This design comes from an exercise in tuning for small area and a short achievable clock period on the open sky130 flow, not from production work.
Only simulation tests tie the RTL to the original design; equivalence was not proved.
No activity file was given, so power comes from the tool's default toggle rates.

==> flow/design.v <==
`timescale 1ns/1ps
module FIFO#(
    parameter width = 32,
    parameter depth = 64,
    parameter ptr_w = 6
)
(
    clk, rstn,
    rd_en, wrt_en,
    data_in,
    read_ready,
    data_out,
    full, empty,
    out_valid
);
input clk, rstn;
input rd_en, wrt_en;
input [width-1 : 0] data_in;
input read_ready;
output [width-1 : 0] data_out;
output full, empty;
output out_valid;
reg full, empty;
reg [width-1 : 0] sram_mem [0 : depth-1];
reg [ptr_w-1 : 0] waddr, raddr;
wire rd_do, wr_do;
wire [ptr_w-1 : 0] waddr_inc, raddr_inc;
assign waddr_inc = waddr + 1'b1;
assign raddr_inc = raddr + 1'b1;
assign rd_do = rd_en & !empty & read_ready;
assign wr_do = wrt_en & (!full | rd_do);
wire slot_free = !full | (rd_en & read_ready);
assign out_valid = rd_do;
reg [width-1 : 0] rdata;
integer i;
always @(*) begin
    rdata = {width{1'b0}};
    for (i = 0; i < depth; i = i + 1)
        rdata = rdata | (sram_mem[i] & {width{raddr == i}});
end
assign data_out = rdata;
always @(posedge clk) begin
    if (slot_free)
        sram_mem[waddr] <= data_in;
end
always @(posedge clk or negedge rstn) begin
    if(!rstn)
        raddr <= 'b0;
    else if(rd_do)
        raddr <= raddr_inc;
end
always @(posedge clk or negedge rstn) begin
    if(!rstn)
        waddr <= 'b0;
    else if(wr_do)
        waddr <= waddr_inc;
end
always @(posedge clk or negedge rstn) begin
    if(!rstn)
        full <= 'b0;
    else if((wr_do & !rd_do) && (waddr_inc == raddr))
        full <= 'b1;
    else if(rd_do & !wr_do)
        full <= 'b0;
end
always @(posedge clk or negedge rstn) begin
    if(!rstn)
        empty <= 'b1;
    else if((rd_do & !wr_do) && (raddr_inc == waddr))
        empty <= 'b1;
    else if(wr_do & !rd_do)
        empty <= 'b0;
end
endmodule
`timescale 1ns/1ps
module serial_out#(
    parameter width = 32,
    parameter count_w = 5
)
(
    clk, rstn,
    rd_en,
    data_in,
    data_out,
    read_ready,
    data_valid
);
input clk ,rstn;
input [width-1 : 0] data_in;
input rd_en;
output data_out;
output read_ready;
output data_valid;
reg [width-1 : 1] data_hi;
reg data_lo;
reg [count_w-1 : 0] count;
reg data_valid;
reg read_ready;
wire last = (count == 'd31);
wire load = rd_en & read_ready;
wire keep = data_valid & !last;
always @(posedge clk) begin
    data_hi <= load ? data_in[width-1:1] : {data_hi[width-1], data_hi[width-1:2]};
end
always@(posedge clk or negedge rstn) begin
    if(!rstn) begin
        count <= 'b0;
        data_lo <= 'b0;
        data_valid <= 'b0;
        read_ready <= 'b1;
    end
    else begin
        data_lo <= load ? data_in[0] : (keep & data_hi[1]);
        if(last) begin
            data_valid <= 'b0;
            read_ready <= 'b1;
            count <= 'b0;
        end
        else if(load) begin
            data_valid <= 'b1;
            read_ready <= 'b0;
            count <= 'b0;
        end
        else if(data_valid)
            count <= count + 'b1;
    end
end
assign data_out = data_lo;
endmodule
`timescale 1ns/1ps
module PISO_SRAM#(
    parameter width = 32,
    parameter depth = 64,
    parameter ptr_w = 6
)
(
    clk, rstn,
    rd_en, wrt_en,
    data_in,
    data_out,
    full, empty,
    out_valid,
    read_ready
);
input clk, rstn;
input rd_en, wrt_en;
input [width-1 : 0] data_in;
output data_out;
output full, empty;
output out_valid;
output read_ready;
wire [width-1 : 0] trans_data;
wire trans_valid;
FIFO fifo0(
    .clk(clk),
    .rstn(rstn),
    .rd_en(rd_en),
    .wrt_en(wrt_en),
    .data_in(data_in),
    .read_ready(read_ready),
    .data_out(trans_data),
    .full(full),
    .empty(empty),
    .out_valid(trans_valid));
serial_out so1(
    .clk(clk), .rstn(rstn),
    .rd_en(trans_valid),
    .data_in(trans_data),
    .data_out(data_out),
    .read_ready(read_ready),
    .data_valid(out_valid)
);
endmodule
==> flow/run.sh <==
#!/bin/bash
# synth_recipe.tcl (not shown) runs the flow's synth.tcl, then flattens the netlist and writes it again
# the make line also repeats each setting of config.mk as NAME=value (left out here)
make -C /OpenROAD-flow-scripts/flow DESIGN_CONFIG=/design/flow/config.mk WORK_HOME=/design/flow/orfs CLKGATE_MAP_FILE= SYNTH_SCRIPT=/design/flow/synth_recipe.tcl finish
==> flow/config.mk <==
export PLATFORM = sky130hd
export DESIGN_NAME = PISO_SRAM
export DESIGN_NICKNAME = PISO_SRAM
export VERILOG_FILES = /design/flow/design.v
export SDC_FILE = /design/flow/constraint.sdc
export NUM_CORES = 4
export LEC_CHECK = 0
export CAP_MARGIN = 20
export CORE_MARGIN = 2
export CORE_UTILIZATION = 50
export PLACE_DENSITY = 0.6
export SLEW_MARGIN = 20
==> flow/constraint.sdc <==
create_clock -name core_clock -period 5.0 [get_ports {clk}]
set_input_delay 1.0000 -clock core_clock [delete_from_list [all_inputs] [get_ports {clk}]]
set_output_delay 1.0000 -clock core_clock [all_outputs]
set_load 0.01 [all_outputs]
==> impl_metrics.env, run 1 <==
export IMPL_outcome="no timing/DRC/antenna violations"
export IMPL_hp_start="data_in[18]"
export IMPL_drv_slew=0
export IMPL_path_class="reg2reg"
export IMPL_first_iter_violations=11929
export IMPL_crit_start="fifo0.raddr[4]$_DFFE_PN0P_"
export IMPL_grt_pass1_vias=47715
export IMPL_die_height_microns=396
export IMPL_clock_path_buffers=3
export IMPL_cts_made_buffers=204
export IMPL_finalHoldViolCount=0
export IMPL_worstSkewPairLatency_ns=0.87
export IMPL_fin_crit_sh=0.882
export IMPL_slew_headroom=0.153
export IMPL_ys_seq_elements=2101
export IMPL_h_tree_depth=4
export IMPL_grt_pass1_wl_microns=452000
export IMPL_rsz0062_at_grt="false"
export IMPL_p_per_area_nw_per_um2=492
export IMPL_nets=4688
export IMPL_cts_repair_resized=0
export IMPL_drc_errors=0
export IMPL_detail_route_antenna_nets=0
export IMPL_peakVddDrop_mv=0.472
export IMPL_synthesis_area_sq_um=76700
export IMPL_hold_class="in2reg"
export IMPL_ys_types=66
export IMPL_synth_edf_count=2049
export IMPL_yosys_top_cells_count="2049 x edfxtp_1, 816 x a22oi_1, 183 x clkbuf_1"
export IMPL_fin_crit_ns=4.41
export IMPL_coreArea_sq_um=152000
export IMPL_gp_congestion=1.01
export IMPL_drive_gt1_frac=0.171
export IMPL_antenna_found_initial=29
export IMPL_max_freq_ghz=0.227
export IMPL_end_kind="flip-flop"
export IMPL_timing_rr_start="fifo0.raddr[4]$_DFFE_PN0P_"
export IMPL_syn2layout_area_growth_pct=16.3
export IMPL_async_reset_ff_frac=0.0105
export IMPL_grt_overflow=0
export IMPL_power_mw=43.9
export IMPL_syn_nets=4366
export IMPL_worstPathMaxFanout=28
export IMPL_rows=143
export IMPL_p_leak_nw=28.6
export IMPL_cts_tree="built"
export IMPL_viasPerCell=7.69
export IMPL_yosysWarnings=2
export IMPL_finalClockSkew_ns=0.0452
export IMPL_postRouteWirelength_microns=350000
export IMPL_hpwl_microns=207000
export IMPL_ys_seq_area_frac=0.817
export IMPL_vias=52941
export IMPL_crit_arrival_ns=5.16
export IMPL_io_buffers=40
export IMPL_yosysMostFrequentCell="edfxtp_1"
export IMPL_dr_pass1_iters=8
export IMPL_holdBufCountCts=0
export IMPL_netlist_area_leader_share=0.802
export IMPL_required_ns=5.74
export IMPL_setup_tns_final_ns=0
export IMPL_syn_mean_instance_area_sq_um=17.7
export IMPL_ys_flop_type="edfxtp_1"
export IMPL_fp_dieW_microns=396
export IMPL_start_kind="flip-flop"
export IMPL_grt_total_usage=0.443
export IMPL_synthTopCellsByArea="edfxtp_1 80%, a22oi_1 8.0%, nand4_1 0.97%"
export IMPL_root_buffer="clkbuf_16"
export IMPL_synth_area_leader_cell="edfxtp_1"
export IMPL_grt_max_degree=65
export IMPL_syn_inst=4323
export IMPL_wl_per_cell_microns=50.9
export IMPL_io_pins=41
export IMPL_clkTransAtPathRegs_ns=0.06
export IMPL_initial_core_util=0.505
export IMPL_dieArea_sq_um=157000
export IMPL_tightest_slew_ns=1.26
export IMPL_post_cts_buffers=0
export IMPL_setup_viol=0
export IMPL_cts_sinks=2101
export IMPL_cap_violations=0
## power breakdown
| part | internal, mW | total, mW | switching, mW |
|---|---|---|---|
| sequential | 20.4 | 21.0 | 0.627 |
| clock | 8.44 | 15.2 | 6.73 |
| combinational | 1.74 | 7.69 | 5.95 |
## state kept, by name (all words and copies together) (netlist names), 5 cells and up
register,flops
fifo0.sram_mem,2048
so1.data_hi,31
fifo0.raddr,6
fifo0.waddr,6
so1.count,5
## routing by layer
metal	GRT usage	share of wire	vias to the layer above
li1	-	-	18670
met1	0.560	0.32	26374
met2	0.614	0.41	6296
met3	0.189	0.18	1583
met4	0.309	0.088	18
met5	0	0.00035	-
## critical path, cell delays in order, from the launching register on
cell and delay [ns]:
dfrtp_2 1.00, buf_4 0.46, and3b_1 0.59, and3_1 0.38, a2111oi_0 0.54, nand3_1 0.37, or4_1 0.55, o32a_1 0.37
## final timing paths
check                                                    to  slack, ns  depth (start not counted)
max                                  so1.data_hi[8]$_DFF_P_       0.59                          7
min                        fifo0.sram_mem[18][18]$_DFFE_PP_       0.45                          1
max reg2reg                          so1.data_hi[8]$_DFF_P_       0.59                          7
min reg2reg                          so1.data_hi[8]$_DFF_P_       0.47                          1
max in group asynchronous        so1.read_ready$_DFFE_PN1P_       4.08                          2
min in group asynchronous             so1.data_lo$_DFF_PN0_       0.55                          2
## cell usage in the layout, fill, tap and decap left out, drive strengths merged, types with 30 or more instances in the layout
cell type | netlist | layout
a2111oi | 40 | 40
a21oi | 31 | 31
a22o | 38 | 38
a22oi | 816 | 816
a31oi | 31 | 31
and3 | 115 | 115
buf | 60 | 352
clkbuf | 184 | 297
clkinv | 0 | 67
dfxtp | 30 | 30
diode | 0 | 31
edfxtp | 2049 | 2049
nand2 | 180 | 180
nand3 | 71 | 71
nand4 | 119 | 119
nor2 | 182 | 182
nor3 | 62 | 62
nor4 | 48 | 48
## cell families (layout without fill, tap and decap cells)
group,after synthesis,after routing,synth area share
AO/OA/AOI/OAI,1050,1050,0.104
flip-flops,2101,2101,0.817
buffers and inverters,248,744,0.0129
adder cells (fa/ha/maj),7,7,0.00114
XOR/XNOR,26,26,0.00297
other,0,31,0
multiplexers,38,38,0.00512
AND/OR/NAND/NOR,853,853,0.0569
## through the flow
| stage | hold slack, ns | area (sq um) | std cells | utilization | setup WS [ns] |
|---|---|---|---|---|---|
| after CTS | 0.444 | 89100 | 6845 | 0.586 | 0.847 |
| final | 0.452 | 89200 | 6880 | 0.587 | 0.588 |
| after global placement | 0.444 | 82500 | 6463 | 0.543 | 0.631 |
| after floorplan | 0.423 | 76700 | 4323 | - | 1.17 |
| after detailed placement | 0.437 | 82600 | 6465 | 0.543 | 0.658 |
| after global routing | 0.462 | 89200 | 6851 | 0.586 | 0.736 |
## layout make-up
class | count | area (sq um)
Fill cell | 11265 | 62800
Clock inverter | 83 | 708
Multi-Input combinational cell | 1974 | 14100
Clock buffer | 297 | 5790
Inverter | 4 | 15.0
Sequential cell | 2101 | 62700
Timing Repair Buffer | 360 | 3300
Tap cell | 2030 | 2540
Antenna cell | 31 | 77.6
==> run 2, diff against run 1 <==
--- a/flow/design.v
+++ b/flow/design.v
@@ -22,3 +22,4 @@
 output out_valid;
-reg full, empty;
+reg full, not_empty;
+assign empty = !not_empty;
 reg [width-1 : 0] sram_mem [0 : depth-1];
@@ -29,3 +30,3 @@
 assign raddr_inc = raddr + 1'b1;
-assign rd_do = rd_en & !empty & read_ready;
+assign rd_do = rd_en & not_empty & read_ready;
 assign wr_do = wrt_en & (!full | rd_do);
@@ -33,8 +34,25 @@
 assign out_valid = rd_do;
-reg [width-1 : 0] rdata;
-integer i;
+reg [3:0] rsel_hi;
+reg [15:0] rsel_lo;
+always @(posedge clk or negedge rstn) begin
+    if(!rstn) begin
+        rsel_hi <= 4'd1;
+        rsel_lo <= 16'd1;
+    end
+    else if(rd_do) begin
+        rsel_lo <= {rsel_lo[14:0], rsel_lo[15]};
+        if(rsel_lo[15])
+            rsel_hi <= {rsel_hi[2:0], rsel_hi[3]};
+    end
+end
+reg [width-1 : 0] rdata, grp;
+integer i, j;
 always @(*) begin
     rdata = {width{1'b0}};
-    for (i = 0; i < depth; i = i + 1)
-        rdata = rdata | (sram_mem[i] & {width{raddr == i}});
+    for (i = 0; i < 4; i = i + 1) begin
+        grp = {width{1'b0}};
+        for (j = 0; j < 16; j = j + 1)
+            grp = grp | (sram_mem[16*i+j] & {width{rsel_lo[j]}});
+        rdata = rdata | (grp & {width{rsel_hi[i]}});
+    end
 end
@@ -67,7 +85,7 @@
     if(!rstn)
-        empty <= 'b1;
+        not_empty <= 'b0;
     else if((rd_do & !wr_do) && (raddr_inc == waddr))
-        empty <= 'b1;
+        not_empty <= 'b0;
     else if(wr_do & !rd_do)
-        empty <= 'b0;
+        not_empty <= 'b1;
 end
@@ -97,3 +115,3 @@
 reg data_valid;
-reg read_ready;
+assign read_ready = !data_valid;
 wire last = (count == 'd31);
@@ -109,3 +127,2 @@
         data_valid <= 'b0;
-        read_ready <= 'b1;
     end
@@ -115,3 +132,2 @@
             data_valid <= 'b0;
-            read_ready <= 'b1;
             count <= 'b0;
@@ -120,3 +136,2 @@
             data_valid <= 'b1;
-            read_ready <= 'b0;
             count <= 'b0;
--- a/flow/config.mk
+++ b/flow/config.mk
@@ -10,3 +10,6 @@
 export CORE_UTILIZATION = 50
+export CTS_CLUSTER_DIAMETER = 100
+export CTS_CLUSTER_SIZE = 25
 export PLACE_DENSITY = 0.6
+export SETUP_SLACK_MARGIN = 2.5
 export SLEW_MARGIN = 20
==> impl_metrics.env, run 2 <==
export IMPL_tightest_slew_ns=1.08
export IMPL_hpwl_microns=121000
export IMPL_rows=143
export IMPL_final_common_cell="edfxtp_1"
export IMPL_grt_pass1_wl_microns=335000
export IMPL_route_met2_wl_microns=117000
export IMPL_hold_slack_ns=0.365
export IMPL_rsz0062_at_grt="true"
export IMPL_io_pins=41
export IMPL_yosysMostFrequentCell="edfxtp_1"
export IMPL_fin_crit_sh=0.529
export IMPL_nFillCells=11154
export IMPL_syn_mean_instance_area_sq_um=19.5
export IMPL_utilization=0.574
export IMPL_async_reset_ff_frac=0.0193
export IMPL_setup_viol=0
export IMPL_yosysWarnings=2
export IMPL_cap_violations=0
export IMPL_path_class="reg2reg"
export IMPL_worstSkewPairLatency_ns=0.78
export IMPL_clkTransAtPathRegs_ns=0.11
export IMPL_grt_pass1_vias=40055
export IMPL_coreArea_sq_um=152000
export IMPL_postRouteWirelength_microns=249000
export IMPL_cts_sinks=2120
export IMPL_end_kind="flip-flop"
export IMPL_mostFrequentLayoutCells="2049 x edfxtp_1, 506 x a22o_1, 386 x a221oi_1, 211 x buf_4, 129 x nand4_1"
export IMPL_crit_arrival_ns=3.29
export IMPL_drv_slew=0
export IMPL_syn_nets=3942
export IMPL_start_kind="flip-flop"
export IMPL_synth_area_leader_cell="edfxtp_1"
export IMPL_finalHoldViolCount=0
export IMPL_fp_dieW_microns=394
export IMPL_ys_seq_area_frac=0.830
export IMPL_initial_core_util=0.502
export IMPL_required_ns=5.65
export IMPL_slowest_delay_ns=0.54
export IMPL_wl_per_cell_microns=39.9
export IMPL_ys_types=45
export IMPL_worstPathMaxFanout=7
export IMPL_wl_met3_microns=27500
export IMPL_slowest_stage="dfrtp_4"
export IMPL_drc_errors=0
export IMPL_drive_gt1_frac=0.193
export IMPL_syn2layout_area_growth_pct=14.4
export IMPL_highest_layer="met5"
export IMPL_synth_edf_count=2049
export IMPL_cp_cell_sequence="buf_12 -> buf_16 -> buf_4 -> buf_12 -> a22o_1 -> a221oi_2 -> nand4_1 -> a22oi_1 -> a31oi_1"
export IMPL_viasPerCell=7.00
export IMPL_dr_pass1_iters=8
export IMPL_detail_route_antenna_nets=0
export IMPL_largest_register="fifo0.sram_mem"
export IMPL_vias=43623
export IMPL_synthTopCellsByArea="edfxtp_1 81%, a22o_1 5.8%, a221oi_1 5.8%"
export IMPL_cts_made_buffers=94
export IMPL_die_height_microns=394
export IMPL_synthesis_area_sq_um=76100
export IMPL_reg_top3="fifo0.sram_mem: 2048 flops, so1.data_hi: 31 flops, fifo0.rsel_lo: 16 flops"
export IMPL_grt_overflow=0
export IMPL_gp_congestion=0.875
export IMPL_path_common_cell="buf_12"
export IMPL_p_per_area_nw_per_um2=375
export IMPL_netlist_area_leader_share=0.808
export IMPL_power_mw=32.6
export IMPL_cts_tree="built"
export IMPL_ys_seq_elements=2120
export IMPL_multi_input_area_sq_um=13500
export IMPL_finalClockSkew_ns=0.0458
export IMPL_h_tree_depth=3
export IMPL_hold_class="in2async"
export IMPL_peakVddDrop_mv=0.322
export IMPL_syn_inst=3902
export IMPL_clock_path_buffers=3
export IMPL_outcome="no timing/DRC/antenna violations"
export IMPL_nets=4200
export IMPL_slew_headroom=0.279
export IMPL_first_iter_violations=7056
export IMPL_fin_crit_ns=2.65
export IMPL_max_freq_ghz=0.378
export IMPL_p_leak_nw=27.0
export IMPL_ys_flop_type="edfxtp_1"
export IMPL_wl_met1_microns=95800
export IMPL_yosys_top_cells_count="2049 x edfxtp_1, 508 x a22o_1, 507 x a221oi_1"
export IMPL_grt_max_degree=65
export IMPL_io_buffers=40
export IMPL_antenna_found_initial=13
export IMPL_dieArea_sq_um=155000
export IMPL_setup_tns_final_ns=0
export IMPL_largest_reg_flops=2048
export IMPL_seq_area_sq_um=63200
export IMPL_root_buffer="clkbuf_16"
export IMPL_grt_total_usage=0.311
## run 2: changes by cell type after synthesis, moves of 26 or more
| cell | before | now |
|---|---|---|
| nor4_1 | 48 | 1 |
| and3_1 | 113 | 2 |
| a22oi_1 | 816 | 71 |
| nand2_1 | 180 | 67 |
| nor2_1 | 182 | 101 |
| a221oi_1 | 13 | 507 |
| a22o_1 | 38 | 508 |
| nand3_1 | 71 | 11 |
| a21oi_1 | 31 | 5 |
| clkbuf_1 | 183 | 92 |
| a2111oi_0 | 38 | 0 |
| mux2i_1 | 28 | 2 |
| nor3_1 | 62 | 11 |
| buf_2 | 24 | 122 |
## run 2: final timing paths
check / start / end / slack, ns / cells after the start
setup / recovery: fifo0.rsel_lo[12]$_DFFE_PN0P_ / so1.data_hi[5]$_DFF_P_ / 2.35 / 9
hold reg to reg: so1.data_hi[12]$_DFF_P_ / so1.data_hi[11]$_DFF_P_ / 0.48 / 2
setup reg to reg: fifo0.rsel_lo[12]$_DFFE_PN0P_ / so1.data_hi[5]$_DFF_P_ / 2.35 / 9
max in group asynchronous: rstn / fifo0.rsel_lo[11]$_DFFE_PN0P_ / 3.89 / 1
hold / removal: rstn / so1.count[3]$_DFFE_PN0P_ / 0.37 / 1
min in group core_clock: data_in[18] / fifo0.sram_mem[27][18]$_DFFE_PP_ / 0.44 / 1
## run 2: metal layers
| metal | vias to the layer above | GRT usage |
|---|---|---|
| li1 | 17237 | - |
| met1 | 23181 | 0.450 |
| met2 | 2861 | 0.482 |
| met3 | 336 | 0.0555 |
| met4 | 8 | 0.104 |
| met5 | - | 0 |
## run 2: worst max-delay path, delay by kind of cell, from the launching register on
family                 cells  cell delay [ns]
AO/OA/AOI/OAI              4             0.89
buffers and inverters      4             0.63
flip-flops                 1             0.54
AND/OR/NAND/NOR            1             0.44
## run 2: logic make-up (layout without fill, tap and decap cells)
logic type / Yosys count / in the layout / synth area share
flip-flops: 2120 / 2120 / 0.830
AO/OA/AOI/OAI: 1136 / 1136 / 0.128
AND/OR/NAND/NOR: 350 / 352 / 0.0232
buffers and inverters: 267 / 561 / 0.0152
XOR/XNOR: 19 / 19 / 0.00219
multiplexers: 6 / 6 / 0.000855
adder cells (fa/ha/maj): 4 / 4 / 0.000658
other: 0 / 3 / 0
## run 2: final cells by class
cell class                 count  share of cell area
sequential                  2120               0.727
multi-input combinational   1517               0.155
timing repair buffer         423              0.0591
clock buffer                 130              0.0298
tap                         2030              0.0292
clock inverter                 4            0.000431
inverter                       4            0.000201
antenna                        3           0.0000863
## run 2: through the flow
| stage | cell area (sq um) | setup WS (ns) | instances |
|---|---|---|---|
| floorplan | 76500 | 2.03 | 3902 |
| global placement | 79900 | 1.20 | 5880 |
| detailed placement | 79900 | 1.15 | 5880 |
| CTS | 85800 | 2.36 | 6180 |
| global route | 87000 | 2.33 | 6228 |
| finish | 87000 | 2.35 | 6231 |
## run 2: repair_timing
item / in CTS / in global routing
cloned: 18 / 8
buffers inserted: 148 / 39
hold buffers: 0 / 0
pin swaps: 96 / 115
setup endpoints to repair: 1809 / 1010
hold endpoints to repair: 0 / 0
resized for setup: 225 / 114
## run 2: power by group
part           switching (mW)  internal, mW  total (mW)  leakage, nW
Clock                    5.35          3.65        9.00         1.28
Combinational            1.89         0.605        2.49         6.58
Sequential              0.429          20.7        21.1         19.2
==> run 3, diff against run 2 <==
--- a/flow/design.v
+++ b/flow/design.v
@@ -26,2 +26,5 @@
 reg [ptr_w-1 : 0] waddr, raddr;
+reg pend;                       
+reg [width-1 : 0] din_q;        
+reg was_empty;                  
 wire rd_do, wr_do;
@@ -32,4 +35,19 @@
 assign wr_do = wrt_en & (!full | rd_do);
-wire slot_free = !full | (rd_en & read_ready);
 assign out_valid = rd_do;
+always @(posedge clk) begin
+    if (!full)
+        sram_mem[waddr] <= data_in;
+    else if (pend)
+        sram_mem[waddr] <= din_q;
+end
+always @(posedge clk) begin
+    din_q <= data_in;
+    was_empty <= !not_empty;
+end
+always @(posedge clk or negedge rstn) begin
+    if(!rstn)
+        pend <= 1'b0;
+    else
+        pend <= full & wr_do;
+end
 reg [3:0] rsel_hi;
@@ -47,18 +65,23 @@
 end
-reg [width-1 : 0] rdata, grp;
+reg [width-1 : 0] grp [0 : 3];
+reg [width-1 : 0] grp_d [0 : 3];
 integer i, j;
 always @(*) begin
+    for (i = 0; i < 4; i = i + 1) begin
+        grp_d[i] = {width{1'b0}};
+        for (j = 0; j < 16; j = j + 1)
+            grp_d[i] = grp_d[i] | (sram_mem[16*i+j] & {width{rsel_lo[j]}});
+    end
+end
+always @(posedge clk) begin
+    for (i = 0; i < 4; i = i + 1)
+        grp[i] <= grp_d[i];
+end
+reg [width-1 : 0] rdata;
+always @(*) begin
     rdata = {width{1'b0}};
-    for (i = 0; i < 4; i = i + 1) begin
-        grp = {width{1'b0}};
-        for (j = 0; j < 16; j = j + 1)
-            grp = grp | (sram_mem[16*i+j] & {width{rsel_lo[j]}});
-        rdata = rdata | (grp & {width{rsel_hi[i]}});
-    end
-end
-assign data_out = rdata;
-always @(posedge clk) begin
-    if (slot_free)
-        sram_mem[waddr] <= data_in;
-end
+    for (i = 0; i < 4; i = i + 1)
+        rdata = rdata | (grp[i] & {width{rsel_hi[i]}});
+end
+assign data_out = was_empty ? din_q : rdata;
 always @(posedge clk or negedge rstn) begin
@@ -72,3 +95,3 @@
         waddr <= 'b0;
-    else if(wr_do)
+    else if((wr_do & !full) | pend)
         waddr <= waddr_inc;
--- a/flow/config.mk
+++ b/flow/config.mk
@@ -13,3 +13,3 @@
 export PLACE_DENSITY = 0.6
-export SETUP_SLACK_MARGIN = 2.5
+export SETUP_SLACK_MARGIN = 2.4
 export SLEW_MARGIN = 20
==> impl_metrics.env, run 3 <==
export IMPL_end_kind="flip-flop"
export IMPL_nFillCells=11918
export IMPL_dp_cells=6149
export IMPL_slew_headroom=0.316
export IMPL_p_leak_nw=27.7
export IMPL_rsz0062_at_grt="true"
export IMPL_async_reset_ff_frac=0.0184
export IMPL_synthTopCellsByArea="edfxtp_1 77%, a221oi_1 5.6%, a22o_1 5.6%"
export IMPL_grt_max_degree=75
export IMPL_reg_top3="fifo0.sram_mem: 2048 flops, fifo0.grp: 128 flops, fifo0.din_q: 32 flops"
export IMPL_timing_rr_start="fifo0.waddr[0]$_DFFE_PN0P_"
export IMPL_io_buffers=40
export IMPL_hpwl_microns=127000
export IMPL_drv_slew=0
export IMPL_use_met2=0.446
export IMPL_finalHoldViolCount=0
export IMPL_nets=4378
export IMPL_synth_area_leader_cell="edfxtp_1"
export IMPL_peakVddDrop_mv=0.303
export IMPL_tightest_slew_ns=1.03
export IMPL_hold_class="in2async"
export IMPL_die_height_microns=404
export IMPL_grt_overflow=0
export IMPL_worstSkewPairLatency_ns=0.77
export IMPL_fin_crit_ns=2.67
export IMPL_grt_pass1_wl_microns=335000
export IMPL_hold_slack_ns=0.216
export IMPL_detail_route_antenna_nets=0
export IMPL_ys_seq_elements=2282
export IMPL_drive_gt1_frac=0.126
export IMPL_cap_violations=0
export IMPL_ys_types=44
export IMPL_rows=146
export IMPL_syn_nets=4205
export IMPL_final_common_cell="edfxtp_1"
export IMPL_cts_sinks=2282
export IMPL_use_met3=0.0606
export IMPL_layout_cells_non_filler=6503
export IMPL_setup_tns_final_ns=0
export IMPL_clock_path_buffers=3
export IMPL_yosysMostFrequentCell="edfxtp_1"
export IMPL_p_per_area_nw_per_um2=389
export IMPL_netlist_area_leader_share=0.770
export IMPL_start_kind="flip-flop"
export IMPL_viasPerCell=6.87
export IMPL_postRouteWirelength_microns=244000
export IMPL_synth_edf_count=2049
export IMPL_syn_inst=4165
export IMPL_utilization=0.560
export IMPL_multi_input_area_sq_um=13400
export IMPL_initial_core_util=0.504
export IMPL_reg2reg_slack_ns=2.33
export IMPL_gp_congestion=0.858
export IMPL_syn_mean_instance_area_sq_um=19.2
export IMPL_outcome="no timing/DRC/antenna violations"
export IMPL_fin_crit_sh=0.534
export IMPL_first_iter_violations=7567
export IMPL_mostFrequentLayoutCells="2049 x edfxtp_1, 512 x a22o_1, 512 x a221oi_1, 225 x buf_4, 190 x dfxtp_1"
export IMPL_vias=44685
export IMPL_synthesis_area_sq_um=79900
export IMPL_ys_flop_type="edfxtp_1"
export IMPL_clkTransAtPathRegs_ns=0.10
export IMPL_required_ns=5.41
export IMPL_yosysWarnings=4
export IMPL_crit_arrival_ns=3.08
export IMPL_worstPathMaxFanout=19
export IMPL_finalClockSkew_ns=0.0290
export IMPL_coreArea_sq_um=159000
export IMPL_use_met1=0.435
export IMPL_holdBufCountCts=0
export IMPL_reg2reg_depth=4
export IMPL_h_tree_depth=3
export IMPL_top_usage_layer="met2"
export IMPL_fp_dieW_microns=404
export IMPL_path_class="reg2reg"
export IMPL_drc_errors=0
export IMPL_io_pins=41
export IMPL_wl_per_cell_microns=37.5
export IMPL_largest_reg_flops=2048
export IMPL_cts_made_buffers=101
export IMPL_dr_pass1_iters=6
export IMPL_timing_rr_end="fifo0.sram_mem[58][5]$_DFFE_PP_"
export IMPL_cts_tree="built"
export IMPL_ys_seq_area_frac=0.831
export IMPL_antenna_found_initial=8
export IMPL_root_buffer="clkbuf_16"
export IMPL_seq_area_sq_um=66500
export IMPL_yosys_top_cells_count="2049 x edfxtp_1, 512 x a221oi_1, 512 x a22o_1"
export IMPL_grt_total_usage=0.294
export IMPL_setup_viol=0
export IMPL_largest_register="fifo0.sram_mem"
export IMPL_dieArea_sq_um=163000
export IMPL_syn2layout_area_growth_pct=11.1
export IMPL_grt_pass1_vias=41869
export IMPL_max_freq_ghz=0.375
-- run 3: kinds of logic after synthesis --
logic type / count (synthesis) / synth area share
XOR/XNOR: 20 / 0.00219
AO/OA/AOI/OAI: 1198 / 0.125
multiplexers: 39 / 0.00548
AND/OR/NAND/NOR: 344 / 0.0221
flip-flops: 2282 / 0.831
adder cells (fa/ha/maj): 4 / 0.000626
buffers and inverters: 278 / 0.0135
-- run 3: repair_timing --
action / in CTS / in global routing
gates cloned: 11 / 3
resized for setup: 57 / 37
setup buffers: 100 / 44
pin swaps: 43 / 14
endpoints found under the setup margin: 2932 / 1830
-- run 3: worst max-delay path: stages, from the launching register on --
cell	delay, ns
dfrtp_1	0.56
or3b_2	0.74
nand2b_4	0.34
nor2_4	0.25
buf_4	0.40
-- run 3: how the worst max path moves through the flow --
stage | startpoint | endpoint | cells after the start | slack [ns]
after floorplan | fifo0.waddr[1]$_DFFE_PN0P_ | fifo0.sram_mem[12][0]$_DFFE_PP_ | 4 | 2.03
after global placement | fifo0.waddr[2]$_DFFE_PN0P_ | fifo0.sram_mem[0][2]$_DFFE_PP_ | 4 | 1.56
after detailed placement | fifo0.waddr[2]$_DFFE_PN0P_ | fifo0.sram_mem[56][20]$_DFFE_PP_ | 4 | 1.58
after CTS | fifo0.waddr[0]$_DFFE_PN0P_ | fifo0.sram_mem[10][28]$_DFFE_PP_ | 5 | 1.88
after global routing | fifo0.waddr[0]$_DFFE_PN0P_ | fifo0.sram_mem[58][5]$_DFFE_PP_ | 4 | 2.31
final | fifo0.waddr[0]$_DFFE_PN0P_ | fifo0.sram_mem[58][5]$_DFFE_PP_ | 4 | 2.33
-- run 3: stage by stage --
step | instance area (sq um) | power [mW] | setup slack (ns)
4_1_cts | 88200 | 34.5 | 1.88
2_1_floorplan | 80000 | 23.6 | 2.03
6_report | 88800 | 34.6 | 2.33
3_5_place_dp | 84000 | 24.8 | 1.58
3_3_place_gp | 83600 | 24.7 | 1.56
5_1_grt | 88800 | 35.4 | 2.31
-- run 3: layout make-up --
cell class	instances	area share
tap	2072	0.0292
timing repair buffer	329	0.0376
multi-input combinational	1619	0.151
sequential	2282	0.748
clock inverter	1	0.000225
clock buffer	187	0.0330
antenna	8	0.000225
inverter	5	0.000254
-- run 3: layer usage --
layer | routed length [microns] | share of wire | vias to the layer above
met5 | 9 | 0.000037 | -
met3 | 28000 | 0.11 | 290
met1 | 98100 | 0.40 | 23558
met2 | 110000 | 0.45 | 2878
li1 | - | - | 17957
met4 | 7270 | 0.030 | 2
-- run 3: power breakdown --
part           switching [mW]  internal, mW
clock                    5.67          4.01
combinational            1.97         0.653
sequential              0.393          21.9
==> run 4, diff against run 3 <==
--- a/flow/design.v
+++ b/flow/design.v
@@ -36,7 +36,24 @@
 assign out_valid = rd_do;
-always @(posedge clk) begin
-    if (!full)
-        sram_mem[waddr] <= data_in;
-    else if (pend)
-        sram_mem[waddr] <= din_q;
+reg [3:0] wsel_hi;
+reg [15:0] wsel_lo;
+wire wr_move = (wr_do & !full) | pend;
+always @(posedge clk or negedge rstn) begin
+    if(!rstn) begin
+        wsel_hi <= 4'd1;
+        wsel_lo <= 16'd1;
+    end
+    else if(wr_move) begin
+        wsel_lo <= {wsel_lo[14:0], wsel_lo[15]};
+        if(wsel_lo[15])
+            wsel_hi <= {wsel_hi[2:0], wsel_hi[3]};
+    end
+end
+wire wen = !full | pend;
+wire [width-1 : 0] wdata = full ? din_q : data_in;
+wire [3:0] wgrp = wsel_hi & {4{wen}};
+integer w;
+always @(posedge clk) begin
+    for (w = 0; w < depth; w = w + 1)
+        if (wgrp[w/16] & wsel_lo[w%16])
+            sram_mem[w] <= wdata;
 end
@@ -95,3 +112,3 @@
         waddr <= 'b0;
-    else if((wr_do & !full) | pend)
+    else if(wr_move)
         waddr <= waddr_inc;
==> impl_metrics.env, run 4 <==
export IMPL_outcome="no timing/DRC/antenna violations"
export IMPL_start_kind="flip-flop"
export IMPL_cts_made_buffers=102
export IMPL_setup_viol=0
export IMPL_viasPerCell=6.86
export IMPL_syn2layout_area_growth_pct=8.21
export IMPL_fin_ws_ns=2.14
export IMPL_rows=147
export IMPL_io_pins=41
export IMPL_synth_edf_count=2049
export IMPL_p_comb_frac=0.074
export IMPL_dieArea_sq_um=165000
export IMPL_h_tree_depth=3
export IMPL_io_buffers=40
export IMPL_clkTransAtPathRegs_ns=0.10
export IMPL_wl_met3_microns=27100
export IMPL_yosysMostFrequentCell="edfxtp_1"
export IMPL_finalHoldViolCount=0
export IMPL_netlist_area_leader_share=0.761
export IMPL_crit_arrival_ns=3.30
export IMPL_drive_gt1_frac=0.0954
export IMPL_fin_crit_ns=2.86
export IMPL_utilization=0.545
export IMPL_p_clk_frac=0.281
export IMPL_route_met2_wl_microns=112000
export IMPL_gp_congestion=0.825
export IMPL_required_ns=5.44
export IMPL_preCtsSetupSlack_ns=1.89
export IMPL_syn_mean_instance_area_sq_um=19.2
export IMPL_ys_seq_elements=2302
export IMPL_ys_flop_type="edfxtp_1"
export IMPL_peakVddDrop_mv=0.276
export IMPL_coreArea_sq_um=161000
export IMPL_finalClockSkew_ns=0.0417
export IMPL_end_kind="flip-flop"
export IMPL_hpwl_microns=128000
export IMPL_root_buffer="clkbuf_16"
export IMPL_synth_xor_area_frac=0.00269
export IMPL_cts_sinks=2302
export IMPL_vias=44574
export IMPL_antenna_found_initial=9
export IMPL_syn_inst=4218
export IMPL_wl_met1_microns=99900
export IMPL_synth_compound_area_frac=0.124
export IMPL_highest_layer="met5"
export IMPL_switching_power_mw=8.00
export IMPL_slew_headroom=0.228
export IMPL_largest_register="fifo0.sram_mem"
export IMPL_setup_tns_final_ns=0
export IMPL_nFillCells=12378
export IMPL_async_reset_ff_frac=0.0269
export IMPL_grt_max_degree=92
export IMPL_rsz0062_at_grt="true"
export IMPL_synth_area_leader_cell="edfxtp_1"
export IMPL_seq_area_sq_um=67000
export IMPL_synthesis_area_sq_um=80800
export IMPL_cp_cell_sequence="buf_4 -> nand2b_1 -> buf_6 -> and3_2 -> buf_4"
export IMPL_fin_crit_sh=0.571
export IMPL_holdBufCountCts=0
export IMPL_ys_seq_area_frac=0.828
export IMPL_fp_dieW_microns=406
export IMPL_die_height_microns=406
export IMPL_dr_pass1_iters=7
export IMPL_synthTopCellsByArea="edfxtp_1 76%, a221oi_1 5.5%, a22o_1 5.5%"
export IMPL_yosys_top_cells_count="2049 x edfxtp_1, 512 x a221oi_1, 512 x a22o_1"
export IMPL_syn_nets=4258
export IMPL_detail_route_antenna_nets=0
export IMPL_wl_per_cell_microns=37.9
export IMPL_slowest_delay_ns=0.93
export IMPL_path_class="reg2reg"
export IMPL_postRouteWirelength_microns=246000
export IMPL_p_per_area_nw_per_um2=398
export IMPL_nets=4283
export IMPL_clock_path_buffers=3
export IMPL_path_common_cell="buf_4"
export IMPL_multi_input_area_sq_um=12900
export IMPL_seqPwrFrac=0.645
export IMPL_intPower_mw=26.8
export IMPL_reg_top3="fifo0.sram_mem: 2048 flops, fifo0.grp: 128 flops, fifo0.din_q: 32 flops"
export IMPL_max_freq_ghz=0.350
export IMPL_yosysWarnings=5
export IMPL_initial_core_util=0.503
export IMPL_drc_errors=0
export IMPL_grt_overflow=0
export IMPL_grt_pass1_vias=41911
export IMPL_cap_violations=0
export IMPL_p_leak_nw=27.4
export IMPL_first_iter_violations=6951
export IMPL_mostFrequentLayoutCells="2049 x edfxtp_1, 512 x a22o_1, 512 x a221oi_1, 190 x dfxtp_1, 142 x buf_4"
export IMPL_final_common_cell="edfxtp_1"
export IMPL_synth_mux_area_frac=0.00610
export IMPL_slowest_stage="and3_2"
export IMPL_ys_types=43
export IMPL_synthAdderAreaFrac=0.000619
export IMPL_tightest_slew_ns=1.16
export IMPL_grt_total_usage=0.294
export IMPL_cts_tree="built"
export IMPL_largest_reg_flops=2048
export IMPL_p_sw_frac=0.230
export IMPL_hold_class="in2async"
export IMPL_worstSkewPairLatency_ns=0.77
export IMPL_synth_top_family_by_area="compound AO/OA/AOI/OAI gates"
export IMPL_worstPathMaxFanout=64
export IMPL_grt_pass1_wl_microns=335000
export IMPL_synth_simple_gate_area_frac=0.0238
export IMPL_drv_slew=0
run 4: cell types whose count changed in the layout (fill, tap and decap cells not counted), sizes merged, moves of 4 or more:
cell,previous run,this run
and3,3,66
buf,291,163
dfrtp,40,58
diode,8,3
mux2,38,42
nand2,93,142
nand2b,10,3
nand3,12,8
nand3b,7,1
nor2,88,12
or3b,4,0
xor2,7,14
run 4: power by group through the flow:
stage               Combinational, mW  Sequential [mW]  Clock [mW]
detailed placement               2.38             22.9           0
floorplan                        1.20             22.8           0
global route                     2.69             22.5        10.4
global placement                 2.29             22.9           0
CTS                              2.46             22.4        9.83
finish                           2.57             22.4        9.78
run 4: cell type report:
cell class	count	share of cell area
inverters	4	0.000229
clock inverters	6	0.000758
diodes	3	0.0000859
flip-flops and latches	2302	0.766
repair buffers	202	0.0214
clock buffers	186	0.0334
multi-input cells	1631	0.147
well taps	2160	0.0309
run 4: what timing repair did:
| action | CTS | global route |
|---|---|---|
| cloned | 1 | 0 |
| pin swaps | 0 | 5 |
| setup endpoints to repair | 304 | 1027 |
| setup buffers | 5 | 2 |
| gates resized for setup | 16 | 23 |
run 4: cell families (layout without fill, tap and decap cells):
group,Yosys count,after routing
flip-flops,2302,2302
AO/OA/AOI/OAI,1192,1192
AND/OR/NAND/NOR,367,367
buffers and inverters,285,398
multiplexers,44,44
XOR/XNOR,24,24
adder cells (fa/ha/maj),4,4
other,0,3
run 4: final timing paths:
check	depth (start not counted)	to	start	slack (ns)
max reg2reg	5	fifo0.sram_mem[58][22]$_DFFE_PP_	fifo0.full$_DFFE_PN0P_	2.14
max in group asynchronous	2	fifo0.rsel_lo[2]$_DFFE_PN0P_	rstn	3.73
min in group core_clock	2	so1.data_hi[6]$_DFF_P_	so1.data_hi[7]$_DFF_P_	0.44
min reg2reg	2	so1.data_hi[6]$_DFF_P_	so1.data_hi[7]$_DFF_P_	0.44
min	1	fifo0.pend$_DFF_PN0_	rstn	0.23
max	5	fifo0.sram_mem[58][22]$_DFFE_PP_	fifo0.full$_DFFE_PN0P_	2.14
run 4: layer usage:
metal	global-route usage	vias to the layer above
met2	0.450	2672
met4	0.0834	4
met3	0.0531	303
met1	0.437	23763
li1	-	17832
met5	0	-
run 4: through the flow:
stage	instances	hold slack [ns]	power [mW]	cell area, sq um
4_1_cts	6489	0.205	34.7	87300
6_report	6494	0.227	34.8	87400
3_3_place_gp	6291	0.413	25.2	84200
2_1_floorplan	4218	0.401	24.0	80800
5_1_grt	6491	0.250	35.6	87400
3_5_place_dp	6291	0.413	25.3	84200
run 4: worst max-delay path, delay by kind of cell, from the launching register on:
family,cells,cell delay [ns]
buf+inv,3,0.93
flops,1,0.44
simple gates,2,1.07
==> run 5, diff against run 4 <==
--- a/flow/design.v
+++ b/flow/design.v
@@ -36,5 +36,9 @@
 assign out_valid = rd_do;
-reg [3:0] wsel_hi;
+reg [3:0] wsel_hi, wgrp;
 reg [15:0] wsel_lo;
 wire wr_move = (wr_do & !full) | pend;
+wire full_nxt = ((wr_do & !rd_do) && (waddr_inc == raddr)) ? 1'b1 :
+                (rd_do & !wr_do) ? 1'b0 : full;
+wire pend_nxt = full & wr_do;
+wire [3:0] wsel_hi_nxt = (wr_move & wsel_lo[15]) ? {wsel_hi[2:0], wsel_hi[3]} : wsel_hi;
 always @(posedge clk or negedge rstn) begin
@@ -43,12 +47,12 @@
         wsel_lo <= 16'd1;
-    end
-    else if(wr_move) begin
-        wsel_lo <= {wsel_lo[14:0], wsel_lo[15]};
-        if(wsel_lo[15])
-            wsel_hi <= {wsel_hi[2:0], wsel_hi[3]};
-    end
-end
-wire wen = !full | pend;
+        wgrp <= 4'd1;
+    end
+    else begin
+        if(wr_move)
+            wsel_lo <= {wsel_lo[14:0], wsel_lo[15]};
+        wsel_hi <= wsel_hi_nxt;
+        wgrp <= wsel_hi_nxt & {4{!full_nxt | pend_nxt}};
+    end
+end
 wire [width-1 : 0] wdata = full ? din_q : data_in;
-wire [3:0] wgrp = wsel_hi & {4{wen}};
 integer w;
@@ -67,3 +71,3 @@
     else
-        pend <= full & wr_do;
+        pend <= pend_nxt;
 end
@@ -118,6 +122,4 @@
         full <= 'b0;
-    else if((wr_do & !rd_do) && (waddr_inc == raddr))
-        full <= 'b1;
-    else if(rd_do & !wr_do)
-        full <= 'b0;
+    else
+        full <= full_nxt;
 end
==> impl_metrics.env, run 5 <==
export IMPL_holdBufCountCts=0
export IMPL_ys_seq_area_frac=0.829
export IMPL_outcome="no timing/DRC/antenna violations"
export IMPL_synthesis_area_sq_um=80800
export IMPL_io_pins=41
export IMPL_gp_congestion=0.818
export IMPL_coreArea_sq_um=161000
export IMPL_nFillCells=12298
export IMPL_rows=147
export IMPL_grt_total_usage=0.295
export IMPL_start_kind="flip-flop"
export IMPL_die_height_microns=406
export IMPL_vias=44492
export IMPL_hold_slack_ns=0.340
export IMPL_cts_tree="built"
export IMPL_netlist_area_leader_share=0.761
export IMPL_dr_pass1_iters=6
export IMPL_timing_rr_start="fifo0.full$_DFF_PN0_"
export IMPL_cts_made_buffers=102
export IMPL_p_per_area_nw_per_um2=403
export IMPL_crit_end="fifo0.sram_mem[10][28]$_DFFE_PP_"
export IMPL_drc_errors=0
export IMPL_worstSkewPairLatency_ns=0.77
export IMPL_end_kind="flip-flop"
export IMPL_setup_tns_final_ns=0
export IMPL_syn2layout_area_growth_pct=8.06
export IMPL_required_ns=5.50
export IMPL_antenna_found_initial=6
export IMPL_tightest_slew_ns=1.22
export IMPL_reg2reg_slack_ns=2.38
export IMPL_h_tree_depth=3
export IMPL_path_class="reg2reg"
export IMPL_reg_top3="fifo0.sram_mem: 2048 flops, fifo0.grp: 128 flops, fifo0.din_q: 32 flops"
export IMPL_max_freq_ghz=0.381
export IMPL_peakVddDrop_mv=0.408
export IMPL_rsz0062_at_grt="true"
export IMPL_finalClockSkew_ns=0.0418
export IMPL_dieArea_sq_um=165000
export IMPL_fin_ws_ns=2.38
export IMPL_synth_edf_count=2049
export IMPL_grt_pass1_vias=41899
export IMPL_hpwl_microns=120000
export IMPL_layout_cells_non_filler=6469
export IMPL_crit_arrival_ns=3.13
export IMPL_utilization=0.544
export IMPL_grt_pass1_wl_microns=336000
export IMPL_first_iter_violations=6636
export IMPL_timing_rr_end="fifo0.sram_mem[10][28]$_DFFE_PP_"
export IMPL_drv_slew=0
export IMPL_cap_violations=0
export IMPL_finalHoldViolCount=0
export IMPL_synth_area_leader_cell="edfxtp_1"
export IMPL_viasPerCell=6.88
export IMPL_root_buffer="clkbuf_16"
export IMPL_grt_max_degree=83
export IMPL_ys_types=48
export IMPL_dp_cells=6267
export IMPL_preCtsSetupSlack_ns=1.92
export IMPL_wl_per_cell_microns=38.0
export IMPL_grt_overflow=0
export IMPL_syn_inst=4187
export IMPL_syn_mean_instance_area_sq_um=19.3
export IMPL_io_buffers=40
export IMPL_syn_nets=4227
export IMPL_fin_crit_sh=0.525
export IMPL_initial_core_util=0.503
export IMPL_async_reset_ff_frac=0.0286
export IMPL_slew_headroom=0.188
export IMPL_yosysWarnings=5
export IMPL_mostFrequentLayoutCells="2049 x edfxtp_1, 512 x a22o_1, 512 x a221oi_1, 190 x dfxtp_1, 150 x buf_4"
export IMPL_detail_route_antenna_nets=0
export IMPL_ys_flop_type="edfxtp_1"
export IMPL_power_mw=35.2
export IMPL_nets=4258
export IMPL_setup_viol=0
export IMPL_final_area_sq_um=87300
export IMPL_fin_crit_ns=2.62
export IMPL_ys_seq_elements=2306
export IMPL_largest_reg_flops=2048
export IMPL_reg2reg_depth=4
export IMPL_crit_start="fifo0.full$_DFF_PN0_"
export IMPL_drive_gt1_frac=0.0980
export IMPL_final_common_cell="edfxtp_1"
export IMPL_postRouteWirelength_microns=246000
export IMPL_worstPathMaxFanout=33
export IMPL_cts_sinks=2306
export IMPL_fp_dieW_microns=406
export IMPL_clkTransAtPathRegs_ns=0.10
export IMPL_yosys_top_cells_count="2049 x edfxtp_1, 512 x a221oi_1, 512 x a22o_1"
export IMPL_clock_path_buffers=3
export IMPL_place_area_sq_um=84200
export IMPL_yosysMostFrequentCell="edfxtp_1"
export IMPL_synthTopCellsByArea="edfxtp_1 76%, a221oi_1 5.5%, a22o_1 5.5%"
export IMPL_largest_register="fifo0.sram_mem"
export IMPL_hold_class="in2async"
export IMPL_p_leak_nw=27.3
==> run 5: cell count changes after synthesis, moves of 2 or more <==
cell,change
clkbuf_1,+83
o211a_1,+4
buf_2,-86
and3_1,-63
xnor2_1,-2
nor2_1,-2
mux2_2,+15
buf_1,-7
dfrtp_1,+3
nand2_2,-2
and2_1,+64
nand2_1,-48
o21ai_0,+4
==> run 5: area by class of cell <==
class,instances,area [sq um],area share
clock inverters,1,20.0,0.000229
multi-input cells,1605,12800,0.147
clock buffers,189,2940,0.0337
repair buffers,198,1690,0.0193
well taps,2160,2700,0.0309
diodes,5,12.5,0.000143
flip-flops and latches,2306,67100,0.768
inverters,5,23.8,0.000272
==> run 5: worst min path at each step <==
stage	start	endpoint	slack (ns)	cells past startpoint
final	rstn	so1.count[4]$_DFFE_PN0P_	0.34	1
after CTS	rstn	so1.count[4]$_DFFE_PN0P_	0.36	1
after floorplan	so1.data_hi[11]$_DFF_P_	so1.data_hi[10]$_DFF_P_	0.40	2
after detailed placement	so1.data_hi[9]$_DFF_P_	so1.data_hi[8]$_DFF_P_	0.41	2
after global placement	so1.data_hi[27]$_DFF_P_	so1.data_hi[26]$_DFF_P_	0.42	2
after global routing	rstn	so1.count[4]$_DFFE_PN0P_	0.40	1
==> run 5: routing by layer <==
layer	wire length, microns	track usage	vias up
li1	-	-	17727
met1	98500	0.433	23843
met2	115000	0.466	2630
met3	25500	0.0480	290
met4	6440	0.0729	2
met5	13	0	-
==> run 5: critical path: stages (launching register included) <==
cell and delay (ns):
dfrtp_4 0.48, buf_4 0.29, buf_4 0.35, mux2_2 0.67, buf_4 0.49
==> run 5: cell families after synthesis <==
group | after synthesis | share of synthesized area
AO/OA/AOI/OAI | 1202 | 0.124
XOR/XNOR | 20 | 0.00217
adder cells (fa/ha/maj) | 4 | 0.000619
buffers and inverters | 276 | 0.0134
flip-flops | 2306 | 0.829
multiplexers | 59 | 0.00819
AND/OR/NAND/NOR | 320 | 0.0220
==> run 5: timing repair <==
action | in CTS | in global routing
resized for setup | 14 | 5
setup buffers | 6 | 1
endpoints found under the setup margin | 738 | 199
==> run 5: power by group <==
group          leakage (nW)  switching (mW)  internal (mW)  total (mW)
Sequential             20.8           0.158           22.5        22.7
Combinational          5.08            2.25          0.494        2.75
Clock                  1.40            5.75           4.02        9.76
==> run 6, diff against run 5 <==
==> flow/flow/run.sh (new file) <==
#!/bin/bash
# The standard layout (standard.sh, unchanged synthesis), with the port buffers
# that buffer_ports inserts made plain buf_4 cells instead of the delay cells it
# picks by default. Each tool's full output stays in orfs/logs; make's own
# output goes to standard.log here.
set -euo pipefail
export BUFFER_PORTS_ARGS="-buffer_cell sky130_fd_sc_hd__buf_4"
bash standard.sh > standard.log 2>&1
==> flow/standard.sh (new file) <==
#!/bin/bash
# synth_recipe.tcl (not shown) runs the flow's synth.tcl, then flattens the netlist and writes it again
# the make line also repeats each setting of config.mk as NAME=value (left out here)
make -C /OpenROAD-flow-scripts/flow DESIGN_CONFIG=/design/flow/config.mk WORK_HOME=/design/flow/orfs CLKGATE_MAP_FILE= SYNTH_SCRIPT=/design/flow/synth_recipe.tcl "${@:-finish}"
--- a/flow/config.mk
+++ b/flow/config.mk
@@ -13,3 +13,3 @@
 export PLACE_DENSITY = 0.6
-export SETUP_SLACK_MARGIN = 2.4
+export SETUP_SLACK_MARGIN = 2.45
 export SLEW_MARGIN = 20
removed: flow/run.sh
==> impl_metrics.env, run 6 <==
export IMPL_outcome="no timing/DRC/antenna violations"
export IMPL_drive_gt1_frac=0.104
export IMPL_root_buffer="clkbuf_16"
export IMPL_hpwl_microns=120000
export IMPL_drc_errors=0
export IMPL_required_ns=5.68
export IMPL_grt_pass1_vias=41614
export IMPL_dieArea_sq_um=165000
export IMPL_ys_types=48
export IMPL_cts_tree="built"
export IMPL_initial_core_util=0.503
export IMPL_peakVddDrop_mv=0.297
export IMPL_slew_headroom=0.267
export IMPL_nFillCells=12451
export IMPL_setup_tns_final_ns=0
export IMPL_finalHoldViolCount=0
export IMPL_hold_class="in2reg"
export IMPL_first_iter_violations=6113
export IMPL_start_kind="flip-flop"
export IMPL_yosys_top_cells_count="2049 x edfxtp_1, 512 x a221oi_1, 512 x a22o_1"
export IMPL_synth_edf_count=2049
export IMPL_crit_arrival_ns=3.18
export IMPL_tightest_slew_ns=1.10
export IMPL_nets=4247
export IMPL_yosysMostFrequentCell="edfxtp_1"
export IMPL_path_class="reg2reg"
export IMPL_vias=44195
export IMPL_antenna_found_initial=5
export IMPL_detail_route_antenna_nets=0
export IMPL_dp_cells=6255
export IMPL_p_leak_nw=27.2
export IMPL_rsz0062_at_grt="false"
export IMPL_cts_sinks=2306
export IMPL_setup_viol=0
export IMPL_fin_crit_sh=0.500
export IMPL_netlist_area_leader_share=0.761
export IMPL_syn_inst=4187
export IMPL_async_reset_ff_frac=0.0286
export IMPL_finalClockSkew_ns=0.0438
export IMPL_largest_register="fifo0.sram_mem"
export IMPL_ys_seq_area_frac=0.829
export IMPL_end_kind="flip-flop"
export IMPL_fp_dieW_microns=406
export IMPL_grt_max_degree=83
export IMPL_postRouteWirelength_microns=241000
export IMPL_syn2layout_area_growth_pct=7.85
export IMPL_io_pins=41
export IMPL_fin_crit_ns=2.50
export IMPL_drv_slew=0
export IMPL_yosysWarnings=5
export IMPL_worstPathMaxFanout=29
export IMPL_grt_overflow=0
export IMPL_p_per_area_nw_per_um2=403
export IMPL_dr_pass1_iters=6
export IMPL_cts_made_buffers=102
export IMPL_clock_path_buffers=3
export IMPL_synthesis_area_sq_um=80800
export IMPL_h_tree_depth=3
export IMPL_reg_top3="fifo0.sram_mem: 2048 flops, fifo0.grp: 128 flops, fifo0.din_q: 32 flops"
export IMPL_syn_mean_instance_area_sq_um=19.3
export IMPL_ys_seq_elements=2306
export IMPL_ys_flop_type="edfxtp_1"
export IMPL_layout_cells_non_filler=6452
export IMPL_clkTransAtPathRegs_ns=0.10
export IMPL_grt_total_usage=0.291
export IMPL_io_buffers=40
export IMPL_die_height_microns=406
export IMPL_synthTopCellsByArea="edfxtp_1 76%, a221oi_1 5.5%, a22o_1 5.5%"
export IMPL_syn_nets=4227
export IMPL_worstSkewPairLatency_ns=0.76
export IMPL_wl_per_cell_microns=37.3
export IMPL_max_freq_ghz=0.400
export IMPL_grt_pass1_wl_microns=332000
export IMPL_gp_congestion=0.910
export IMPL_mostFrequentLayoutCells="2049 x edfxtp_1, 512 x a22o_1, 512 x a221oi_1, 190 x dfxtp_1, 172 x buf_4"
export IMPL_coreArea_sq_um=161000
export IMPL_viasPerCell=6.85
export IMPL_largest_reg_flops=2048
export IMPL_synth_area_leader_cell="edfxtp_1"
export IMPL_holdBufCountCts=0
export IMPL_final_common_cell="edfxtp_1"
export IMPL_cap_violations=0
export IMPL_rows=147
==> run 6: cell types whose count changed in the layout (fill, tap and decap cells not counted), sizes merged <==
cell	delta
clkdlybuf4s15	-1
diode	-2
buf	+28
clkbuf	-6
dlygate4sd2	-3
inv	+1
clkdlybuf4s50	-34
==> run 6: worst max-delay path: stages, from the launching register on <==
cell      delay, ns
dfrtp_4        0.93
buf_4          0.55
buf_4          0.46
a22o_1         0.22
a221oi_1       0.05
nand4_1        0.15
==> run 6: metal layers <==
metal	GRT usage	vias to the layer above	share of wire	wire length [microns]
met1	0.430	23691	0.41	97900
met4	0.0918	2	0.035	8440
li1	-	17701	-	-
met2	0.444	2453	0.46	110000
met5	0	-	0.000054	13
met3	0.0498	348	0.10	24100
==> run 6: worst paths after layout <==
check                                              from                             to  slack [ns]  cells after the start
setup reg to reg           fifo0.rsel_lo[7]$_DFFE_PN0P_       fifo0.grp[0][15]$_DFF_P_        2.50                      5
hold reg to reg                 so1.data_hi[29]$_DFF_P_        so1.data_hi[28]$_DFF_P_        0.41                      2
min in group asynchronous                          rstn     fifo0.raddr[2]$_DFFE_PN0P_        0.37                      1
setup / recovery           fifo0.rsel_lo[7]$_DFFE_PN0P_       fifo0.grp[0][15]$_DFF_P_        2.50                      5
hold / removal                              data_in[20]        fifo0.din_q[20]$_DFF_P_        0.35                      1
max in group asynchronous                          rstn  fifo0.rsel_lo[11]$_DFFE_PN0P_        3.89                      1
==> run 6: power breakdown <==
group | leakage (nW) | internal (mW) | switching, mW | total (mW)
registers | 20.8 | 22.5 | 0.135 | 22.7
logic | 5.05 | 0.500 | 2.28 | 2.78
clock network | 1.38 | 3.95 | 5.70 | 9.65
==> run 6: final cells by class <==
cell class | count | area (sq um) | area share
antenna | 3 | 7.51 | 0.0000861
inverter | 5 | 23.8 | 0.000273
tap | 2160 | 2700 | 0.0310
sequential | 2306 | 67100 | 0.770
multi-input combinational | 1605 | 12800 | 0.147
clock inverter | 2 | 28.8 | 0.000330
clock buffer | 184 | 2880 | 0.0331
timing repair buffer | 187 | 1600 | 0.0183
==> run 6: kinds of logic (layout without fill, tap and decap cells) <==
kind of cell	Yosys count	count (layout)	synth area share
AOI/OAI and AO/OA	1202	1202	0.124
buffers and inverters	276	378	0.0134
xor gates and xnor gates	20	20	0.00217
DFF	2306	2306	0.829
muxes	59	59	0.00819
and+or+nand+nor	320	320	0.0220
other	0	3	0
adders and majority gates	4	4	0.000619
==> run 6: timing repair <==
action                                  in CTS  in global routing
gates resized for setup                      2                  1
pin swaps                                    0                  0
setup buffers                                6                  2
endpoints found under the setup margin    1026                  2
==> run 6: per-stage QoR <==
| stage | power, mW | cell area [sq um] | util | hold WS (ns) | setup WS (ns) |
|---|---|---|---|---|---|
| 2_1_floorplan | 24.3 | 80800 | - | 0.401 | 2.96 |
| 3_3_place_gp | 25.6 | 84100 | 0.524 | 0.407 | 2.16 |
| 3_5_place_dp | 25.7 | 84100 | 0.524 | 0.414 | 2.15 |
| 4_1_cts | 35.1 | 87100 | 0.543 | 0.304 | 2.46 |
| 5_1_grt | 36.0 | 87100 | 0.543 | 0.310 | 2.46 |
| 6_report | 35.1 | 87200 | 0.543 | 0.345 | 2.50 |
==> run 7, diff against run 6 <==
--- a/flow/config.mk
+++ b/flow/config.mk
@@ -13,3 +13,3 @@
 export PLACE_DENSITY = 0.6
-export SETUP_SLACK_MARGIN = 2.45
+export SETUP_SLACK_MARGIN = 2.6
 export SLEW_MARGIN = 20
==> impl_metrics.env, run 7 <==
export IMPL_final_area_sq_um=87400
export IMPL_worstSkewPairLatency_ns=0.76
export IMPL_hp_start="data_in[20]"
export IMPL_viasPerCell=6.86
export IMPL_fp_dieW_microns=406
export IMPL_postRouteWirelength_microns=244000
export IMPL_use_met3=0.0500
export IMPL_wl_per_cell_microns=37.7
export IMPL_use_met2=0.447
export IMPL_ys_types=48
export IMPL_use_met1=0.432
export IMPL_reg2reg_depth=4
export IMPL_cap_violations=0
export IMPL_setup_tns_final_ns=0
export IMPL_io_pins=41
export IMPL_hold_class="in2reg"
export IMPL_grt_pass1_wl_microns=334000
export IMPL_place_area_sq_um=84100
export IMPL_finalHoldViolCount=0
export IMPL_start_kind="flip-flop"
export IMPL_yosysWarnings=5
export IMPL_dr_pass1_iters=5
export IMPL_tightest_slew_ns=1.06
export IMPL_cts_made_buffers=102
export IMPL_drc_errors=0
export IMPL_yosys_top_cells_count="2049 x edfxtp_1, 512 x a221oi_1, 512 x a22o_1"
export IMPL_syn2layout_area_growth_pct=8.12
export IMPL_max_freq_ghz=0.412
export IMPL_worstPathMaxFanout=33
export IMPL_largest_register="fifo0.sram_mem"
export IMPL_timing_rr_start="fifo0.full$_DFF_PN0_"
export IMPL_synth_edf_count=2049
export IMPL_finalClockSkew_ns=0.0416
export IMPL_ys_seq_elements=2306
export IMPL_crit_arrival_ns=2.92
export IMPL_synthesis_area_sq_um=80800
export IMPL_p_per_area_nw_per_um2=402
export IMPL_first_iter_violations=6283
export IMPL_peakVddDrop_mv=0.297
export IMPL_initial_core_util=0.503
export IMPL_largest_reg_flops=2048
export IMPL_syn_mean_instance_area_sq_um=19.3
export IMPL_path_class="reg2reg"
export IMPL_cts_sinks=2306
export IMPL_top_usage_layer="met2"
export IMPL_grt_max_degree=83
export IMPL_timing_rr_end="fifo0.sram_mem[36][5]$_DFFE_PP_"
export IMPL_netlist_area_leader_share=0.761
export IMPL_p_leak_nw=27.4
export IMPL_grt_total_usage=0.293
export IMPL_h_tree_depth=3
export IMPL_gp_congestion=0.910
export IMPL_cts_tree="built"
export IMPL_coreArea_sq_um=161000
export IMPL_end_kind="flip-flop"
export IMPL_reg2reg_slack_ns=2.57
export IMPL_drive_gt1_frac=0.106
export IMPL_async_reset_ff_frac=0.0286
export IMPL_fin_crit_ns=2.43
export IMPL_clkTransAtPathRegs_ns=0.10
export IMPL_io_buffers=40
export IMPL_vias=44297
export IMPL_ys_flop_type="edfxtp_1"
export IMPL_hpwl_microns=120000
export IMPL_hold_depth=1
export IMPL_clock_path_buffers=3
export IMPL_slew_headroom=0.294
export IMPL_detail_route_antenna_nets=0
export IMPL_nets=4255
export IMPL_holdBufCountCts=0
export IMPL_grt_overflow=0
export IMPL_rows=147
export IMPL_syn_inst=4187
export IMPL_fin_crit_sh=0.485
export IMPL_setup_viol=0
export IMPL_drv_slew=0
export IMPL_required_ns=5.49
export IMPL_grt_pass1_vias=41695
export IMPL_die_height_microns=406
export IMPL_yosysMostFrequentCell="edfxtp_1"
export IMPL_syn_nets=4227
export IMPL_synthTopCellsByArea="edfxtp_1 76%, a221oi_1 5.5%, a22o_1 5.5%"
export IMPL_synth_area_leader_cell="edfxtp_1"
export IMPL_min_delay_worst_endpoint="fifo0.din_q[20]$_DFF_P_"
export IMPL_final_common_cell="edfxtp_1"
export IMPL_antenna_found_initial=5
export IMPL_reg_top3="fifo0.sram_mem: 2048 flops, fifo0.grp: 128 flops, fifo0.din_q: 32 flops"
export IMPL_mostFrequentLayoutCells="2049 x edfxtp_1, 512 x a22o_1, 512 x a221oi_1, 190 x dfxtp_1, 172 x buf_4"
export IMPL_dieArea_sq_um=165000
export IMPL_root_buffer="clkbuf_16"
export IMPL_rsz0062_at_grt="true"
export IMPL_ys_seq_area_frac=0.829
export IMPL_outcome="no timing/DRC/antenna violations"
## run 7: cell types whose count changed in the layout (fill, tap and decap cells not counted), moves of 2 or more
cell,delta
mux2_2,-19
mux2_4,+19
buf_12,+3
buf_6,+3
buf_16,+2
## run 7: metal layers
layer,wire length [microns],share of wire
met2,111000,0.46
met4,8760,0.036
met1,98600,0.40
met3,25200,0.10
met5,13,0.000053
## run 7: repair_timing
| action | CTS | global route |
|---|---|---|
| gates resized for setup | 10 | 19 |
| setup endpoints to repair | 1351 | 552 |
| pin swaps | 0 | 1 |
| setup buffers | 14 | 2 |
## run 7: worst max-delay path by stage
| stage | startpoint | end | slack [ns] | cells past startpoint |
|---|---|---|---|---|
| 4_1_cts | fifo0.full$_DFF_PN0_ | full | 2.57 | 1 |
| 3_3_place_gp | fifo0.full$_DFF_PN0_ | fifo0.sram_mem[32][6]$_DFFE_PP_ | 2.16 | 2 |
| 2_1_floorplan | wrt_en | fifo0.wgrp[1]$_DFF_PN0_ | 2.96 | 4 |
| 3_5_place_dp | fifo0.full$_DFF_PN0_ | fifo0.sram_mem[52][17]$_DFFE_PP_ | 2.15 | 2 |
| 5_1_grt | fifo0.full$_DFF_PN0_ | fifo0.sram_mem[50][8]$_DFFE_PP_ | 2.53 | 4 |
| 6_report | fifo0.full$_DFF_PN0_ | fifo0.sram_mem[36][5]$_DFFE_PP_ | 2.57 | 4 |
## run 7: layout make-up
cell class	count	area [sq um]
fillers	12422	73200
flip-flops and latches	2306	67100
multi-input cells	1605	12900
clock buffers	184	2880
well taps	2160	2700
repair buffers	195	1750
clock inverters	2	28.8
inverters	5	26.3
diodes	3	7.51
## run 7: worst max-delay path, stage by stage (launching register included)
cell and delay (ns):
dfrtp_4 0.50, buf_4 0.21, buf_12 0.19, mux2_2 0.70
buf_4 0.51
## run 7: power breakdown
group          internal (mW)  leakage, nW  switching [mW]
Sequential              22.5         20.8           0.136
Combinational          0.543         5.18            2.30
Clock                   3.95         1.38            5.71
Total                   27.0         27.4            8.15
## run 7: cell families after synthesis
group	synth area share
flip-flops	0.829
AO/OA/AOI/OAI	0.124
AND/OR/NAND/NOR	0.0220
buffers and inverters	0.0134
multiplexers	0.00819
XOR/XNOR	0.00217
adder cells (fa/ha/maj)	0.000619
## run 7: metrics by stage
stage          power [mW]  hold slack [ns]  instances   util  worst slack, ns
2_1_floorplan        24.3            0.401       4187      -             2.96
3_3_place_gp         25.6            0.407       6255  0.524             2.16
3_5_place_dp         25.7            0.414       6255  0.524             2.15
4_1_cts              35.2            0.304       6455  0.543             2.57
5_1_grt              36.0            0.312       6457  0.544             2.53
6_report             35.2            0.346       6460  0.544             2.57

## re-timing with driven ports
In the flow no input, the clock included, has a driving cell. The finished layouts below were timed again as built, in two steps.
Step 1 assumes that a clkbuf_16 drives the clock port and a buf_2 every other input.
Step 2 also shifts input and output timing later by t, the mid clock arrival at the registers, as if the neighbouring blocks saw the same clock.
a / b / c = no drivers / after step 1 / after step 2; a / b = the first two.
run	shift t [ns]	setup slack, ns	hold slack, ns	clock arrival spread, ns	worst data-port slew with drivers (ns)
run 1	0.927	0.588 / 0.588 / 0.357	0.452 / 0.413 / 0.469	0.058 / 0.058	0.09
run 2	0.845	2.353 / 2.353 / 2.017	0.365 / 0.303 / 0.476	0.055 / 0.055	0.12
run 3	0.830	2.332 / 2.332 / 1.787	0.216 / 0.161 / 0.441	0.031 / 0.030	0.13
run 4	0.842	2.145 / 2.145 / 1.807	0.227 / 0.173 / 0.440	0.047 / 0.046	0.16
run 5	0.830	2.376 / 2.310 / 1.907	0.340 / 0.279 / 0.436	0.044 / 0.044	0.13
run 6	0.825	2.500 / 2.485 / 2.183	0.345 / 0.286 / 0.415	0.044 / 0.044	0.04
run 7	0.825	2.574 / 2.524 / 2.245	0.346 / 0.287 / 0.421	0.042 / 0.042	0.04
After both steps every run listed still meets setup and hold. The setup slack of run 3, which loses most, moves by 0.000 ns with the drivers and by -0.545 ns with both steps.
